What follows belongs to an exercise in optimizing a design on an open flow for small area and a short achievable clock period; a production flow would make more cautious choices.
RTL that was checked went through simulation tests only; none was proved equivalent to the original.

Design fir_direct_nom, start of the top module:
module fir_direct_nom (
    input              clk,
    input              rst,
    input  signed [4:0] in,
    output signed [4:0] out,
    input  [249:0]     tap_coeffs
);
==> flow/config.mk <==
export PLATFORM = sky130hd
export DESIGN_NAME = fir_direct_nom
export DESIGN_NICKNAME = fir_direct_nom
export VERILOG_FILES = /design/flow/design.v
export SDC_FILE = /design/flow/constraint.sdc
export NUM_CORES = 4
export LEC_CHECK = 0
export CAP_MARGIN = 20
export CORE_MARGIN = 2
export CORE_UTILIZATION = 40
export CTS_BUF_LIST = sky130_fd_sc_hd__clkbuf_8
export CTS_CLUSTER_DIAMETER = 50
export CTS_CLUSTER_SIZE = 16
export SLEW_MARGIN = 20
export SYNTH_HIERARCHICAL = 1
export SYNTH_MINIMUM_KEEP_SIZE = 0
==> flow/constraint.sdc <==
create_clock -name core_clock -period 12.0 [get_ports {clk}]
set_input_delay 2.4000 -clock core_clock [delete_from_list [all_inputs] [get_ports {clk}]]
set_output_delay 2.4000 -clock core_clock [all_outputs]
set_load 0.01 [all_outputs]
standard.sh (not shown) runs the stock make flow with config.mk's settings and CLKGATE_MAP_FILE= SYNTH_SCRIPT=/design/flow/synth_recipe.tcl, a recipe that flattens the netlist after the stock synthesis.
==> flow/flow/run.sh <==
#!/bin/bash
# ORFS layout (the standard.sh) in three calls:
#  1. synthesis to placement as standard, with plain buf_2 port buffers;
#  2. CTS and 3. routing to finish, with timing repair aimed at a setup
#     slack margin and at the worst paths only.
set -e
export BUFFER_PORTS_ARGS="-buffer_cell sky130_fd_sc_hd__buf_2"
bash standard.sh synth floorplan place > standard_place.log 2>&1
export SETUP_SLACK_MARGIN=7.4
export TNS_END_PERCENT=100
bash standard.sh cts > standard_cts.log 2>&1
bash standard.sh > standard_finish.log 2>&1
The starting point completed with no timing, DRC or antenna violations.
Edit:
--- a/flow/flow/run.sh
+++ b/flow/flow/run.sh
@@ -9,3 +9,3 @@
 export SETUP_SLACK_MARGIN=7.4
-export TNS_END_PERCENT=100
+export TNS_END_PERCENT=0
 bash standard.sh cts > standard_cts.log 2>&1
CORE_UTILIZATION = 55   (was 40)
After rerunning: The changed run finished clean. Clock-buffer cell count falls by 2. Fmax barely changes. Worst hold slack gets better by 0.0031 ns. Register-to-register slack gets worse by 0.30 ns. Wire length decreases slightly. Worst setup slack is better by 0.0053 ns.
Edit:
CORE_UTILIZATION = 40   (was 55)
=> Global-route usage fell by 11 points; clock-buffer cell count rose by 2; worst hold slack gets worse by 0.0035 ns.
Edit:
CTS_BUF_LIST = unset   (was sky130_fd_sc_hd__clkbuf_8)
CTS_CLUSTER_DIAMETER = unset   (was 50)
CTS_CLUSTER_SIZE = unset   (was 16)
Outcome:
- The changed run completed with no timing, DRC or antenna violations
- critical path depth does not change
- first-iteration DRC count decreases by 7.5%
- routed wire length increases by 0.38%
- hold slack loses 0.0089 ns
- sequential cell count stays the same
- cell area increases by 2.1%
- area after synthesis is unchanged
- worst setup slack loses 0.049 ns

* * *

amber:
fir_direct_nom, a different RTL version from the one above (not shown whole).
For scale: about 2900 cells after synthesis, ~260 I/O pins, roughly 37000 um^2 of cells after synthesis.
export LEC_CHECK = 0
export CAP_MARGIN = 20
export CORE_MARGIN = 2
export CORE_UTILIZATION = 40
export CTS_BUF_LIST = sky130_fd_sc_hd__clkbuf_8
export CTS_CLUSTER_DIAMETER = 60
export CTS_CLUSTER_SIZE = 20
export PLACE_DENSITY = 0.7
export SLEW_MARGIN = 20
export SYNTH_HIERARCHICAL = 1
export SYNTH_MINIMUM_KEEP_SIZE = 0
create_clock -name core_clock -period 12.0 [get_ports {clk}]
==> flow/flow/run.sh <==
#!/bin/bash
# ORFS layout (the standard.sh) in three calls:
#  1. synthesis to placement as standard, with plain buf_2 port buffers;
#  2. CTS and 3. routing to finish, with timing repair aimed at a setup
#     slack margin and at the worst paths only.
set -e
export BUFFER_PORTS_ARGS="-buffer_cell sky130_fd_sc_hd__buf_2"
bash standard.sh synth floorplan place > standard_place.log 2>&1
export SETUP_SLACK_MARGIN=7.4
export TNS_END_PERCENT=0
bash standard.sh cts > standard_cts.log 2>&1
bash standard.sh > standard_finish.log 2>&1
The inputs of juniper differ from those of amber as listed below.
Settings: changing CTS_CLUSTER_DIAMETER from 60 to 50; changing CTS_CLUSTER_SIZE from 20 to 16; removing PLACE_DENSITY (formerly 0.7).
Diff amber -> juniper: worst hold margin fell 0.0075 ns; number of standard cells in the layout, taps in and fillers out +about 0.8%; count of clock-buffer cells in the layout saw an increase; DRC marker count from the first detailed-route iteration -571; share of the clock period used by the worst path after layout went down 0.15 points.
Number of inserted diodes | juniper below amber
Of amber and juniper, juniper shows the lower sequential share of layout area, with amber above it.
Top routing layer in use = met5: amber; top routing layer in use = met4: juniper

* * *

fir_direct_nom, a different RTL version from the one above (not shown whole).
Size in the first run: about 450 flip-flops.
Settings: LEC_CHECK=0, CAP_MARGIN=20, CORE_MARGIN=2, CORE_UTILIZATION=40, CTS_BUF_LIST=sky130_fd_sc_hd__clkbuf_8, CTS_CLUSTER_DIAMETER=50, CTS_CLUSTER_SIZE=16, SLEW_MARGIN=20, SYNTH_HIERARCHICAL=1, SYNTH_MINIMUM_KEEP_SIZE=0; clock period 12.0 ns.
Scripts as last shown in full above: flow/flow/run.sh
Next try:
--- a/flow/flow/run.sh
+++ b/flow/flow/run.sh
@@ -8,3 +8,3 @@
 bash standard.sh synth floorplan place > standard_place.log 2>&1
-export SETUP_SLACK_MARGIN=7.4
+export SETUP_SLACK_MARGIN=7.7
 export TNS_END_PERCENT=0
What happened:
- global-route usage is unchanged
- hold slack does not change
- routed wire length does not change
- synthesized cell count is unchanged
- flip-flop and latch count does not change
- critical path depth stays the same
Function was not checked in any run of this note: the RTL went through the layout flow alone.

* * *

fir_direct_nom with an RTL version that a note above also has.
For scale: ~3,100 cells after synthesis, ~430 flip-flops, ~38,000 um2 of cells after synthesis.
clock: 12.0 ns
lec_check: 0
abc_area: 1
cap_margin: 20
core_margin: 2
core_utilization: 40
cts_buf_list: sky130_fd_sc_hd__clkbuf_8
cts_cluster_diameter: 50
cts_cluster_size: 16
place_density: 0.7
slew_margin: 20
synth_hierarchical: 1
synth_minimum_keep_size: 0
==> flow/flow/run.sh <==
#!/bin/bash
# ORFS layout (the standard.sh) in three calls:
#  1. synthesis to placement as standard, with plain buf_2 port buffers;
#  2. CTS and 3. routing to finish, with timing repair aimed at a setup
#     slack margin and at the worst paths only.
set -e
export BUFFER_PORTS_ARGS="-buffer_cell sky130_fd_sc_hd__buf_2"
bash standard.sh synth floorplan place > standard_place.log 2>&1
export SETUP_SLACK_MARGIN=7.4
export TNS_END_PERCENT=0
bash standard.sh cts > standard_cts.log 2>&1
bash standard.sh > standard_finish.log 2>&1
The baseline produced a clean layout.
Change:
--- a/flow/flow/run.sh
+++ b/flow/flow/run.sh
@@ -7,5 +7,5 @@
 export BUFFER_PORTS_ARGS="-buffer_cell sky130_fd_sc_hd__buf_2"
 bash standard.sh synth floorplan place > standard_place.log 2>&1
-export SETUP_SLACK_MARGIN=7.4
+export SETUP_SLACK_MARGIN=7.1
 export TNS_END_PERCENT=0
 bash standard.sh cts > standard_cts.log 2>&1
--- a/flow/config.mk
+++ b/flow/config.mk
@@ -6,5 +6,4 @@
 export NUM_CORES = 4
 export LEC_CHECK = 0
-export ABC_AREA = 1
 export CAP_MARGIN = 20
 export CORE_MARGIN = 2
@@ -13,5 +12,4 @@
 export CTS_CLUSTER_DIAMETER = 50
 export CTS_CLUSTER_SIZE = 16
-export PLACE_DENSITY = 0.7
 export SLEW_MARGIN = 20
 export SYNTH_HIERARCHICAL = 1
What happened: Worst setup slack is worse by 0.15 ns; worst hold slack is worse by 0.010 ns; wire length grows by about 0.3%; global-route usage grows by 0.84 points; utilization shrinks by 1.1 points; count of clock-buffer cells in the layout grows by 1; fmax shrinks by 3.0%; die area shrinks by about 1.6%; first-iteration DRC count shrinks by about 15%.
Change:
--- a/flow/flow/run.sh
+++ b/flow/flow/run.sh
@@ -7,5 +7,5 @@
 export BUFFER_PORTS_ARGS="-buffer_cell sky130_fd_sc_hd__buf_2"
 bash standard.sh synth floorplan place > standard_place.log 2>&1
-export SETUP_SLACK_MARGIN=7.1
+export SETUP_SLACK_MARGIN=7.4
 export TNS_END_PERCENT=0
 bash standard.sh cts > standard_cts.log 2>&1
--- a/flow/config.mk
+++ b/flow/config.mk
@@ -12,4 +12,5 @@
 export CTS_CLUSTER_DIAMETER = 50
 export CTS_CLUSTER_SIZE = 16
+export PLACE_DENSITY = 0.7
 export SLEW_MARGIN = 20
 export SYNTH_HIERARCHICAL = 1
The new run ran to the end with no violations.
Die area does not change.
Critical path depth is lower by 1.
Synthesized area is unchanged.
Synthesized cell count does not change.
Cell area is lower by about 0.5%.
Routed wire length falls by about 1.5%.
Worst hold slack improves by 0.0043 ns.
Global-route usage falls by 0.50 points.
Via count climbs by about 1.5%.
Worst setup slack gets better by 0.091 ns.

* * *

## job 7600
Another version of the RTL of fir_direct_nom (not shown whole).
For scale: ~3000 cells after synthesis, about 260 I/O pins, about 0.038 mm2 of cells after synthesis.
## fir_direct_nom
module fir_direct_nom (
    input              clk,
    input              rst,
    input  signed [4:0] in,
    output signed [4:0] out,
    input  [249:0]     tap_coeffs
);
logic [48:0][4:0] sr;     
logic [159:0] ra, ra_d;  
logic [10:0] sum_q;     
logic v1, v2;              
wire [10:0] sum_a, sum_b, sum;
wire n1;
wire n2;
wire n3;
wire n4;
wire n5;
wire n6;
wire n7;
wire n8;
wire n9;
wire n10;
wire n11;
wire n12;
wire n13;
wire n14;
wire n15;
wire n16;
wire n17;
wire n18;
wire n19;
wire n20;
wire n21;
wire n22;
wire n23;
wire n24;
wire n25;
wire n26;
wire n27;
wire n28;
wire n29;
wire n30;
wire n31;
wire n32;
wire n33;
wire n34;
wire n35;
wire n36;
wire n37;
wire n38;
wire n39;
wire n40;
wire n41;
wire n42;
wire n43;
wire n44;
wire n45;
wire n46;
wire n47;
wire n48;
wire n49;
wire n50;
wire n51;
wire n52;
wire n53;
wire n54;
wire n55;
wire n56;
wire n57;
wire n58;
wire n59;
wire n60;
wire n61;
wire n62;
wire n63;
wire n64;
wire n65;
wire n66;
wire n67;
wire n68;
wire n69;
wire n70;
wire n71;
wire n72;
wire n73;
wire n74;
wire n75;
wire n76;
wire n77;
wire n78;
wire n79;
wire n80;
wire n81;
wire n82;
wire n83;
wire n84;
wire n85;
wire n86;
wire n87;
wire n88;
wire n89;
wire n90;
wire n91;
wire n92;
wire n93;
wire n94;
wire n95;
wire n96;
wire n97;
wire n98;
wire n99;
wire n100;
wire n101;
wire n102;
wire n103;
wire n104;
wire n105;
wire n106;
wire n107;
wire n108;
wire n109;
wire n110;
wire n111;
wire n112;
wire n113;
wire n114;
wire n115;
wire n116;
wire n117;
  ...
Settings: LEC_CHECK=0, CAP_MARGIN=20, CORE_MARGIN=2, CORE_UTILIZATION=40, SLEW_MARGIN=20, SYNTH_HIERARCHICAL=1, SYNTH_MINIMUM_KEEP_SIZE=0; clock period 12.0 ns.
==> flow/flow/run.sh <==
#!/bin/bash
# Standard ORFS layout with plain buf_2 port buffers; timing repair aims at
# a setup slack margin so the resizer works on the critical paths.
set -e
export BUFFER_PORTS_ARGS="-buffer_cell sky130_fd_sc_hd__buf_2"
export SETUP_SLACK_MARGIN=7.9
bash standard.sh > standard.log 2>&1
Job 7600 went all the way through the flow, and no timing, DRC or antenna check failed.
--- input diff job 7600..job 2594 ---
diff --git a/flow/flow/run.sh b/flow/flow/run.sh
--- a/flow/flow/run.sh
+++ b/flow/flow/run.sh
@@ -5,3 +5,3 @@
 export BUFFER_PORTS_ARGS="-buffer_cell sky130_fd_sc_hd__buf_2"
-export SETUP_SLACK_MARGIN=7.9
+export SETUP_SLACK_MARGIN=7.4
 bash standard.sh > standard.log 2>&1
Results
Final routed wire length divided by cell count: job 7600 vs job 2594 — no meaningful difference. When job 2594 is measured against job 7600, its via count turns out 81 lower. Changes observed in job 2594 relative to job 7600: global routing met1 resource utilization +0.81 points, source-to-sink clock delay at the later pin of the worst-skew pair ~0 delta, post-route cell area -about 2.4%, worst hold slack +0.022 ns.
Here is what was changed in the inputs of job 8874 compared with job 2594.
==> flow/flow/run.sh <==
#!/bin/bash
# Standard ORFS layout; only the port buffers are plain buf cells instead of
# the default delay buffers.
set -e
export BUFFER_PORTS_ARGS="-buffer_cell sky130_fd_sc_hd__buf_2"
bash standard.sh > standard.log 2>&1
## What came out
- Comparing register-to-register slack for job 8874 and job 2594, the smaller number came from job 8874.
- Row routing usage on met1: job 8874 lower / job 2594 higher
- Delta (job 8874 minus job 2594): cell count after placement ~0 delta; maximum fanout encountered on the critical timing path -1.
- On first-pass GRT wire length, job 8874 does better than job 2594.
- Taking job 8874 over job 2594, the total of plain and repair buffers excluding clock buffers ratio works out to 0.930.
- Looking at job 8874 and job 2594, the source-to-sink clock delay at the later pin of the worst-skew pair is a wash.
What job 9237 does differently from job 8874 at the input level:
==> flow/flow/run.sh <==
#!/bin/bash
# ORFS layout (the standard.sh) in three calls:
#  1. synthesis to placement as standard, with plain buf_2 port buffers;
#  2. CTS and 3. routing to finish, with timing repair aimed at a setup
#     slack margin and at the worst paths only.
set -e
export BUFFER_PORTS_ARGS="-buffer_cell sky130_fd_sc_hd__buf_2"
bash standard.sh synth floorplan place > standard_place.log 2>&1
export SETUP_SLACK_MARGIN=7.4
export TNS_END_PERCENT=0
bash standard.sh cts > standard_cts.log 2>&1
bash standard.sh > standard_finish.log 2>&1
[summary]
As far as count of clock tree sinks goes, job 9237 and job 8874 are indistinguishable; the numbers are identical.
Job 9237 vs. job 8874: utilization went up by 0.20 points.
On number of global-route vias before repair, job 8874 and job 9237 are basically level.
Compared with job 8874, in job 9237 data arrival at the endpoint of the critical path moved down, detailed-route wire length on metal 1 grew by about 1.7%, critical path depth saw a decrease.
On number of filler instances in the final layout, job 8874 and job 9237 are neck and neck.
Between job 8874 and job 9237, the difference in global-route wire length before repair is negligible.
Slowest cell on the critical path: sky130_fd_sc_hd__fa_1 -> job 9237, sky130_fd_sc_hd__xnor2_1 -> job 8874
Post-CTS setup buffer count came out higher on job 9237 than on job 8874.
Modified inputs, job 5325 compared to job 9237
diff --git a/flow/config.mk b/flow/config.mk
--- a/flow/config.mk
+++ b/flow/config.mk
@@ -10,2 +10,5 @@
 export CORE_UTILIZATION = 40
+export CTS_BUF_LIST = sky130_fd_sc_hd__clkbuf_4 sky130_fd_sc_hd__clkbuf_8
+export CTS_CLUSTER_DIAMETER = 60
+export CTS_CLUSTER_SIZE = 20
 export SLEW_MARGIN = 20
==> comparison <==
Synthesized area across job 9237 and job 5325: no real change.
Number of nets in the layout delta (job 9237 -> job 5325): insignificant
Job 5325 -> job 9237: remaining antenna violation count after routing flat
Going from job 9237 to job 5325, critical path's largest stage delay shrinks by 0.17 ns.
On global-route usage, job 5325 tracks job 9237 almost exactly.
| sequential share of layout area | lower: job 9237 |
Job 5325 vs. job 9237: finished layout cell area went down by 1.3%.
Looking at non-clock buffer count, job 5325 sits below job 9237.
On final critical-path setup slack, job 5325 does worse than job 9237.
Function was not checked in any run of this note: the RTL went through the layout flow alone.

==> static timing again, ports no longer ideal <==
How much do the figures lean on ideal ports? The routed layouts below were timed once more, with nothing changed but the port constraints.
Step 1 assumes that a clkbuf_16 drives the clock port and a buf_2 every other input.
Step 2 also shifts input and output timing later by t, the mid clock arrival at the registers, as if the neighbouring blocks saw the same clock.
Slacks: ideal ports / drivers / drivers and shift; pairs: ideal ports / drivers.
| run | t (ns) | setup WS [ns] | worst setup path after step 2 | pins driven straight from the clock port |
|---|---|---|---|---|
| the first run of note 1 | 0.750 | 7.205 / 7.233 / 6.483 | input to register | 1 |
| the second run of note 1 | 0.738 | 7.210 / 7.245 / 6.507 | input to register | 1 |
| the third run of note 1 | 0.760 | 7.184 / 7.223 / 6.470 | input to register | 1 |
| the fourth run of note 1 | 0.684 | 7.135 / 7.174 / 6.490 | input to register | 1 |
| amber | 0.751 | 7.111 / 7.157 / 6.406 | input to register | 1 |
| juniper | 0.754 | 7.130 / 7.085 / 6.393 | input to register | 1 |
| the first run of note 3 | 0.761 | 7.172 / 7.171 / 6.447 | input to register | 1 |
| the second run of note 3 | 0.761 | 7.172 / 7.171 / 6.447 | input to register | 1 |
| the first run of note 4 | 0.737 | 7.199 / 7.197 / 6.460 | input to register | 1 |
| the second run of note 4 | 0.760 | 7.050 / 7.052 / 6.310 | input to register | 1 |
| the third run of note 4 | 0.787 | 7.141 / 7.122 / 6.388 | input to register | 1 |
| job 7600 | 0.704 | 7.034 / 7.034 / 6.383 | input to register | 1 |
| job 2594 | 0.695 | 6.960 / 6.960 / 6.452 | input to register | 1 |
| job 8874 | 0.686 | 6.534 / 6.534 / 6.201 | input to register | 1 |
| job 9237 | 0.689 | 6.943 / 6.959 / 6.305 | input to register | 1 |
| job 5325 | 0.757 | 6.905 / 6.905 / 6.275 | input to register | 1 |
After both steps setup and hold are still met in every run listed. For the third run of note 4, which loses most, drivers alone change the setup slack by -0.019 ns; drivers and shift together by -0.753 ns.
